Context: an optimization exercise on an open-source flow, tuned for small area, a short achievable clock period and few clock cycles per item. The choices shown serve that exercise and are no tape-out recipe. RTL that was checked went through simulation tests only; none was proved equivalent to the original. Power and IR drop assume default switching activity.

== v6 ==
Design sa_top, start of the top module:
module sa_top (
    input  logic          clk_i,
    input  logic          rst_ni,
    input  logic          s_valid_i,
    input  logic          s_last_i,
    input  logic          m_ready_i,
    output logic          s_ready_o,
    output logic          m_valid_o,
    output logic          m_last_o,
    input  logic [ 15:0]  sx_data_i,
    input  logic [ 63:0]  sk_data_i,
    output logic [ 63:0]  m_data_o
);
  localparam int R  = 4;
  localparam int C  = 8;
  localparam int CW = 2;   
  localparam int NC = 16 / CW;
  logic adv_q;   
  wire  adv_n;
  logic [2:0] cnt;    
  logic       lt7_q;  
  assign s_ready_o = adv_q && !(s_last_i && lt7_q);
  wire go0 = s_valid_i && s_ready_o;   
  logic [23:0] x0;   
  wire  [63:0] w0 = sk_data_i;
  wire         l0 = s_last_i;
  for (genvar r = 0; r < R; r++) begin : g_enc
    booth_enc u_enc (.x_i(sx_data_i[4*r +: 4]), .xe_o(x0[6*r +: 6]));
  end
  wire [2:0] cnt_n = !adv_q ? cnt : (go0 && l0) ? 3'd0 : (cnt != 3'd7) ? cnt + 3'd1 : cnt;
  always_ff @(posedge clk_i)
    if (!rst_ni) begin
      cnt   <= 3'd7;
      lt7_q <= 1'b0;
    end else begin
      cnt   <= cnt_n;
      lt7_q <= (cnt_n != 3'd7);
    end
  logic [C-1:1] vs, ls;
  logic [23:0] xs [1:C-1];
  logic [7:0]  ws [1:C-1][1:C-1];   
  always_ff @(posedge clk_i)
    if (!rst_ni) vs <= '0;
    else if (adv_q) vs <= {vs[C-2:1], go0};
  always_ff @(posedge clk_i)
    if (adv_q) ls <= {ls[C-2:1], l0};
  for (genvar j = 1; j < C; j++) begin : g_stage
    always_ff @(posedge clk_i)
      if (adv_q) xs[j] <= (j == 1) ? x0 : xs[j-1];
    for (genvar c = j; c < C; c++) begin : g_w
      always_ff @(posedge clk_i)
        if (adv_q) ws[j][c] <= (j == 1) ? w0[8*c +: 8] : ws[j-1][c];
    end
  end
  logic [15:0]   acc [C][R];
  ...
Size: about 7,200 cells after synthesis, about 1,400 flip-flops, ~82,000 µm² of cells after synthesis.
make LEC_CHECK=0 CAP_MARGIN=20 CORE_MARGIN=2 CORE_UTILIZATION=40 PLACE_DENSITY=0.6 SETUP_SLACK_MARGIN=1.45 SLEW_MARGIN=20 finish   # period 4.2 ns
run.sh (not shown) runs the stock make flow with config.mk's settings and CLKGATE_MAP_FILE= SYNTH_SCRIPT=/design/flow/synth_recipe.tcl, a recipe that flattens the netlist after the stock synthesis.
v6 went all the way through the flow, and no timing, DRC or antenna check failed.
Testbench counts of v6, summed over its fixed seeds: cycles 5,480, items 384.
Modified inputs, v7 compared to v6
# v6
export LEC_CHECK = 0
export CAP_MARGIN = 20
export CORE_MARGIN = 2
export CORE_UTILIZATION = 40
export PLACE_DENSITY = 0.6
export SETUP_SLACK_MARGIN = 1.45
export SLEW_MARGIN = 20
create_clock -name core_clock -period 4.2 [get_ports {clk_i}]
# v7
export LEC_CHECK = 0
export CAP_MARGIN = 20
export CORE_MARGIN = 2
export CORE_UTILIZATION = 55
export PLACE_DENSITY = 0.7
export SETUP_SLACK_MARGIN = 1.45
export SLEW_MARGIN = 20
create_clock -name core_clock -period 4.2 [get_ports {clk_i}]
Findings:
- v6 has a lower via count than v7.
- Share of total power consumed by net switching (higher): v6
- v7 -> v6: power dissipated in sequential cells flat

* * *

alpha:
The RTL this note starts from:
==> flow/design.v <==
module booth_enc (
    input  logic [3:0] x_i,
    output logic [5:0] xe_o
);
  assign xe_o[0] = x_i[1];
  assign xe_o[1] = x_i[0];
  assign xe_o[2] = x_i[1] & ~x_i[0];
  assign xe_o[3] = x_i[3];
  assign xe_o[4] = x_i[2] ^ x_i[1];
  assign xe_o[5] = (x_i[3] & ~x_i[2] & ~x_i[1]) | (~x_i[3] & x_i[2] & x_i[1]);
endmodule
module mac_cell #(
    parameter int CW = 4,                
    localparam int NC = 16 / CW          
) (
    input  logic              clk_i,
    input  logic              v_i,       
    input  logic              clr_i,     
    input  logic [5:0]        xe_i,      
    input  logic [7:0]        w_i,       
    output logic [15:0]       acc_o,     
    output logic [NC-1:0]     cy_o       
);
  wire neg0 = v_i & xe_i[0];
  wire one0 = xe_i[1];
  wire two0 = xe_i[2];
  wire neg1 = v_i & xe_i[3];
  wire one1 = xe_i[4];
  wire two1 = xe_i[5];
  wire [8:0] ws = {w_i[7], w_i};
  wire [8:0] m0 = ({9{one0}} & ws) | ({9{two0}} & {w_i, 1'b0});
  wire [8:0] m1 = ({9{one1}} & ws) | ({9{two1}} & {w_i, 1'b0});
  wire [9:0] p0 = {m0[8], m0} ^ {10{neg0}};   
  wire [9:0] p1 = {m1[8], m1} ^ {10{neg1}};   
  wire [15:0] xa = {4'b0000, v_i & ~p0[9], p0[9], p0[9], p0[8:0]};
  wire [15:0] ya = {4'b0000, v_i & ~p1[9], p1[8:0], 2'b00};
  logic [15:0]   acc_q;
  logic [NC-1:0] cy_q;
  wire  [15:0]   a  = clr_i ? 16'd0 : acc_q;
  wire  [NC-1:0] ci = clr_i ? '0 : cy_q;
  logic [15:0] s, c;
  always_comb begin
    s = '0;
    c = '0;
    s[0] = a[0]; c[0] = xa[0];
    s[1] = a[1]; c[1] = xa[1];
    c[2] = neg1;
    for (int i = 2; i < 16; i++) begin
      s[i] = a[i] ^ xa[i] ^ ya[i];
      if (i < 15) c[i+1] = (a[i] & xa[i]) | (a[i] & ya[i]) | (xa[i] & ya[i]);
    end
  end
  logic [15:0]   sum;
  logic [NC-1:0] co;
  always_comb begin
    for (int k = 0; k < NC; k++) begin
      logic cc;
      cc = (k == 0) ? neg0 : ci[k];
      for (int i = k * CW; i < (k + 1) * CW; i++) begin
        sum[i] = s[i] ^ c[i] ^ cc;
        cc     = (s[i] & c[i]) | (s[i] & cc) | (c[i] & cc);
      end
      co[k] = cc;
    end
  end
  always_ff @(posedge clk_i) begin
    acc_q <= sum;
    cy_q  <= {co[NC-2:0], 1'b0};
  end
  assign acc_o = acc_q;
  assign cy_o  = cy_q;
endmodule
module mac_resolve #(
    parameter int CW = 4,
    localparam int NC = 16 / CW
) (
    input  logic [15:0]   acc_i,
    input  logic [NC-1:0] cy_i,
    output logic [15:0]   y_o
);
  logic [15:0] cv;
  always_comb begin
    cv = '0;
    for (int k = 1; k < NC; k++) cv[k*CW] = cy_i[k];
  end
  assign y_o = acc_i + cv;
endmodule
module sa_top (
    input  logic          clk_i,
    input  logic          rst_ni,
    input  logic          s_valid_i,
    input  logic          s_last_i,
    input  logic          m_ready_i,
    output logic          s_ready_o,
    output logic          m_valid_o,
    output logic          m_last_o,
    input  logic [ 15:0]  sx_data_i,
    input  logic [ 63:0]  sk_data_i,
    output logic [ 63:0]  m_data_o
);
  localparam int R  = 4;
  localparam int C  = 8;
  localparam int CW = 2;   
  localparam int NC = 16 / CW;
  logic adv_q;   
  wire  adv_n;
  logic [23:0] x0;   
  logic [63:0] w0;
  logic        v0, l0;
  logic [2:0]  cnt;   
  wire hold = l0 && (cnt != 3'd7);
  wire go0  = v0 && !hold;   
  logic rdy_q;   
  assign s_ready_o = rdy_q;
  logic [23:0] xenc;
  for (genvar r = 0; r < R; r++) begin : g_enc
    booth_enc u_enc (.x_i(sx_data_i[4*r +: 4]), .xe_o(xenc[6*r +: 6]));
  end
  always_ff @(posedge clk_i)
    if (s_ready_o || !v0) begin
      x0 <= xenc;
      w0 <= sk_data_i;
      l0 <= s_last_i;
    end
  always_ff @(posedge clk_i)
    if (!rst_ni) v0 <= 1'b0;
    else if (s_ready_o) v0 <= s_valid_i;
  logic [3:0] nbeat, kmod;
  always_ff @(posedge clk_i)
    if (!rst_ni) nbeat <= 4'd0;
    else if (adv_q && go0) nbeat <= l0 ? 4'd0 : nbeat + 4'd1;
  always_ff @(posedge clk_i)
    if (adv_q && go0 && l0) kmod <= nbeat + 4'd1;
  always_ff @(posedge clk_i)
    if (!rst_ni) cnt <= 3'd7;
    else if (adv_q) begin
      if (go0 && l0) cnt <= 3'd0;
      else if (cnt != 3'd7) cnt <= cnt + 3'd1;
    end
  logic [C-1:1] vs, ls;
  logic [23:0] xs [1:C-1];
  logic [7:0]  ws [1:C-1][1:C-1];   
  always_ff @(posedge clk_i)
    if (!rst_ni) vs <= '0;
    else if (adv_q) vs <= {vs[C-2:1], go0};
  always_ff @(posedge clk_i)
    if (adv_q) ls <= {ls[C-2:1], l0};
  for (genvar j = 1; j < C; j++) begin : g_stage
    always_ff @(posedge clk_i)
      if (adv_q) xs[j] <= (j == 1) ? x0 : xs[j-1];
    for (genvar c = j; c < C; c++) begin : g_w
      always_ff @(posedge clk_i)
        if (adv_q) ws[j][c] <= (j == 1) ? w0[8*c +: 8] : ws[j-1][c];
    end
  end
  logic [15:0]   acc [C][R];
  logic [NC-1:0] cy  [C][R];
  logic [C-1:0]  fc;   
  logic [C-1:0] act_q;
  wire       v0_n   = s_ready_o ? s_valid_i : v0;
  wire       l0_n   = s_ready_o ? s_last_i : l0;
  wire [2:0] cnt_n  = !adv_q ? cnt : (go0 && l0) ? 3'd0 : (cnt != 3'd7) ? cnt + 3'd1 : cnt;
  wire       hold_n = l0_n && (cnt_n != 3'd7);
  wire       go0_n  = v0_n && !hold_n;
  wire [C-1:1] vs_n = adv_q ? {vs[C-2:1], go0} : vs[C-1:1];
  wire [C-1:0] act_n = {C{adv_n}} & {vs_n, go0_n};
  logic [C-1:0] clr_q;
  always_ff @(posedge clk_i)
    if (!rst_ni) act_q <= '0;
    else act_q <= act_n;
  for (genvar c = 0; c < C; c++) begin : g_col
    wire        vc = act_q[c];
    wire        lc = (c == 0) ? l0 : ls[c];
    wire [23:0] xc = (c == 0) ? x0 : xs[c];
    wire [7:0]  wc = (c == 0) ? w0[7:0] : ws[c][c];
    wire [7:0]  wcg = {8{vc}} & wc;   
    always_ff @(posedge clk_i)
      if (!rst_ni) fc[c] <= 1'b1;
      else if (vc) fc[c] <= lc;
    wire fc_n = vc ? lc : fc[c];
    always_ff @(posedge clk_i)
      if (!rst_ni) clr_q[c] <= 1'b0;
      else clr_q[c] <= act_n[c] && fc_n;
    for (genvar r = 0; r < R; r++) begin : g_row
      mac_cell #(.CW(CW)) u_mac (
          .clk_i(clk_i),
          .v_i  (vc),
          .clr_i(clr_q[c]),
          .xe_i (xc[6*r +: 6]),
          .w_i  (wcg),
          .acc_o(acc[c][r]),
          .cy_o (cy[c][r])
      );
    end
  end
  logic [C-1:0] sel;
  logic         push;
  wire [C-1:0] sel_n = adv_q ? ({vs[C-1:1], go0} & {ls[C-1:1], l0}) : sel;
  always_ff @(posedge clk_i)
    if (!rst_ni) begin
      sel  <= '0;
      push <= 1'b0;
    end else begin
      sel  <= sel_n;
      push <= adv_n && |sel_n;
    end
  logic [15:0]   macc [R];
  logic [NC-1:0] mcy  [R];
  always_comb begin
    for (int r = 0; r < R; r++) begin
      macc[r] = '0;
      mcy[r]  = '0;
      for (int c = 0; c < C; c++) begin
        macc[r] = macc[r] | ({16{sel[c]}} & acc[c][r]);
        mcy[r]  = mcy[r]  | ({NC{sel[c]}} & cy[c][r]);
      end
    end
  end
  logic          pv, pl;
  logic [15:0]   pacc [R];
  logic [NC-1:0] pcy  [R];
  logic [63:0]   pres;
  for (genvar r = 0; r < R; r++) begin : g_res
    mac_resolve #(.CW(CW)) u_res (.acc_i(pacc[r]), .cy_i(pcy[r]), .y_o(pres[16*r +: 16]));
  end
  always_ff @(posedge clk_i)
    if (push)
      for (int r = 0; r < R; r++) begin
        pacc[r] <= {macc[r][15:12] - kmod, macc[r][11:0]};
        pcy[r]  <= mcy[r];
      end
  always_ff @(posedge clk_i)
    if (push) begin
      pl  <= sel[C-1];
    end
  logic        hv, sv, hl, sl;
  logic [63:0] hd, sd;
  wire take  = !hv || m_ready_i;     
  wire pmove = pv && (take || !sv);  
  always_ff @(posedge clk_i)
    if (take) begin
      hd <= sv ? sd : pres;
      hl <= sv ? sl : pl;
    end
  always_ff @(posedge clk_i)
    if (pmove && !(take && !sv)) begin
      sd <= pres;
      sl <= pl;
    end
  wire pv_n = push || (pv && !pmove);
  wire hv_n = take ? (sv || pv) : hv;
  wire sv_n = take ? (sv && pv) : (sv || pv);
  always_ff @(posedge clk_i)
    if (!rst_ni) begin
      pv <= 1'b0;
      hv <= 1'b0;
      sv <= 1'b0;
    end else begin
      pv <= pv_n;
      hv <= hv_n;
      sv <= sv_n;
    end
  assign adv_n = !(pv_n && sv_n);
  always_ff @(posedge clk_i)
    if (!rst_ni) adv_q <= 1'b1;
    else adv_q <= adv_n;
  assign m_valid_o = hv;
  assign m_last_o  = hl;
  assign m_data_o  = hd;
  always_ff @(posedge clk_i)
    if (!rst_ni) rdy_q <= 1'b1;
    else rdy_q <= adv_n && !(v0_n && hold_n);
endmodule
Settings: LEC_CHECK=0, CAP_MARGIN=20, CORE_MARGIN=2, CORE_UTILIZATION=40, CTS_BUF_LIST=sky130_fd_sc_hd__clkbuf_16, CTS_CLUSTER_DIAMETER=100, CTS_CLUSTER_SIZE=24, PLACE_DENSITY=0.6, SETUP_SLACK_MARGIN=1.46, SLEW_MARGIN=20; clock period 4.2 ns.
Input changes introduced in beta (baseline for comparison: alpha):
# alpha
export LEC_CHECK = 0
export CAP_MARGIN = 20
export CORE_MARGIN = 2
export CORE_UTILIZATION = 40
export CTS_BUF_LIST = sky130_fd_sc_hd__clkbuf_16
export CTS_CLUSTER_DIAMETER = 100
export CTS_CLUSTER_SIZE = 24
export PLACE_DENSITY = 0.6
export SETUP_SLACK_MARGIN = 1.46
export SLEW_MARGIN = 20
create_clock -name core_clock -period 4.2 [get_ports {clk_i}]
# beta
export LEC_CHECK = 0
export CAP_MARGIN = 20
export CORE_MARGIN = 2
export CORE_UTILIZATION = 40
export PLACE_DENSITY = 0.6
export SETUP_SLACK_MARGIN = 1.3
export SLEW_MARGIN = 20
create_clock -name core_clock -period 4.2 [get_ports {clk_i}]
==> comparison <==
beta was carried through to the last stage, and its layout satisfied the timing, design-rule and antenna checks.
Looking only at insertion delay of the later-clocked pin in the worst-skew pair, and setting everything else aside, the lower value of alpha and beta goes to alpha.
Cmp beta vs alpha: arrival time at the worst endpoint higher in beta
beta vs alpha: cell area up slightly
Number of antenna violations at the first check in global routing delta for beta relative to alpha: 3.7% lower
Diff alpha -> beta: critical path depth dropped 1; clock slew seen by the registers of the worst setup and hold paths -40 ps; register-to-register slack lower.
Total power of beta exceeds that of alpha by more than 10%.
## Diff of input files: gamma against beta
# beta
export LEC_CHECK = 0
export CAP_MARGIN = 20
export CORE_MARGIN = 2
export CORE_UTILIZATION = 40
export PLACE_DENSITY = 0.6
export SETUP_SLACK_MARGIN = 1.3
export SLEW_MARGIN = 20
create_clock -name core_clock -period 4.2 [get_ports {clk_i}]
# gamma
export LEC_CHECK = 0
export CAP_MARGIN = 20
export CORE_MARGIN = 2
export CORE_UTILIZATION = 40
export CTS_BUF_LIST = sky130_fd_sc_hd__clkbuf_16
export CTS_CLUSTER_DIAMETER = 80
export CTS_CLUSTER_SIZE = 20
export PLACE_DENSITY = 0.6
export SETUP_SLACK_MARGIN = 1.38
export SLEW_MARGIN = 20
create_clock -name core_clock -period 4.2 [get_ports {clk_i}]
--- outcome ---
Maximum frequency: gamma better than beta. Looking at beta and gamma, the xor-xnor portion of the synthesized cell area is a wash. Going from beta to gamma, via count did not really move; post-route worst setup slack now larger. Relative to beta, proportion of cell area occupied by registers has increased by 0.75 points in gamma.
Changes in delta relative to gamma:
# gamma
export LEC_CHECK = 0
export CAP_MARGIN = 20
export CORE_MARGIN = 2
export CORE_UTILIZATION = 40
export CTS_BUF_LIST = sky130_fd_sc_hd__clkbuf_16
export CTS_CLUSTER_DIAMETER = 80
export CTS_CLUSTER_SIZE = 20
export PLACE_DENSITY = 0.6
export SETUP_SLACK_MARGIN = 1.38
export SLEW_MARGIN = 20
create_clock -name core_clock -period 4.2 [get_ports {clk_i}]
# delta
export LEC_CHECK = 0
export CAP_MARGIN = 20
export CORE_MARGIN = 2
export CORE_UTILIZATION = 40
export PLACE_DENSITY = 0.6
export SETUP_SLACK_MARGIN = 1.38
export SLEW_MARGIN = 20
create_clock -name core_clock -period 4.2 [get_ports {clk_i}]
Results
Compared with gamma, in delta max-slew violation count roughly the same; setup slack of the critical path after layout has increased; final area saw an increase.
Power consumption deteriorates in delta relative to gamma.
Compared delta against gamma; met2 usage in global routing within noise.
Final cell count: higher on delta
Relative to gamma, the worst endpoint data arrival time of delta is higher by 40 ps.
diff inputs: delta => epsilon
# delta
export LEC_CHECK = 0
export CAP_MARGIN = 20
export CORE_MARGIN = 2
export CORE_UTILIZATION = 40
export PLACE_DENSITY = 0.6
export SETUP_SLACK_MARGIN = 1.38
export SLEW_MARGIN = 20
create_clock -name core_clock -period 4.2 [get_ports {clk_i}]
# epsilon
export LEC_CHECK = 0
export CAP_MARGIN = 20
export CORE_MARGIN = 2
export CORE_UTILIZATION = 40
export PLACE_DENSITY = 0.6
export SETUP_SLACK_MARGIN = 1.45
export SLEW_MARGIN = 20
create_clock -name core_clock -period 4.2 [get_ports {clk_i}]
Notes after the runs:
epsilon reached the end of the flow, and the finished layout is clean on the timing, design-rule and antenna checks.
Relative to delta, the met3 wirelength from detailed routing measured on epsilon has decreased by a few percent.
Measured against each other, epsilon and delta differ in total power divided by cell area, the higher figure coming from delta.
delta -> epsilon: area of the mapped netlist delta 0, exact match
Taking delta as the reference, in epsilon fmax increased by about 2% relative to the old numbers; logic gate share of total power higher; via count of the first global-routing pass now larger.
No run of this note included a check of the RTL's function; only the layout flow was run.

-- static timing again, ports no longer ideal --
Ports are ideal in the flow. The routed layouts listed here were re-timed in OpenROAD. Step 1: set_driving_cell puts a clkbuf_16 on clk_i and a buf_2 on each other input, an assumption about the parent block. Step 2 adds t to the input delays and takes it off the output delays; t is the mean of the earliest and latest rising clock arrival at the registers after step 1. Input paths then give back, and output paths get back, about the clock's delay inside the block. Three values: ideal, step 1, step 2; two values: the first two.
| run | t (ns) | setup slack, ns | clock arrival spread, ns | worst register clock-pin slew, ns | worst data-port slew with drivers (ns) |
|---|---|---|---|---|---|
| v6 | 0.930 | 1.260 / 1.260 / 0.517 | 0.054 / 0.055 | 0.07 / 0.07 | 0.07 |
| v7 | 0.893 | 1.128 / 1.128 / 0.522 | 0.034 / 0.034 | 0.07 / 0.07 | 0.09 |
| alpha | 0.833 | 1.477 / 1.477 / 0.914 | 0.083 / 0.082 | 0.11 / 0.11 | 0.14 |
| beta | 0.913 | 1.368 / 1.368 / 0.771 | 0.061 / 0.061 | 0.07 / 0.07 | 0.13 |
| gamma | 0.855 | 1.394 / 1.394 / 0.805 | 0.056 / 0.055 | 0.09 / 0.09 | 0.13 |
| delta | 0.913 | 1.414 / 1.414 / 0.802 | 0.062 / 0.062 | 0.07 / 0.07 | 0.14 |
| epsilon | 0.929 | 1.467 / 1.460 / 0.843 | 0.056 / 0.056 | 0.06 / 0.06 | 0.14 |
After both steps setup and hold are still met in every run listed. The setup slack of v6, which loses most, moves by 0.000 ns with the drivers and by -0.743 ns with both steps.
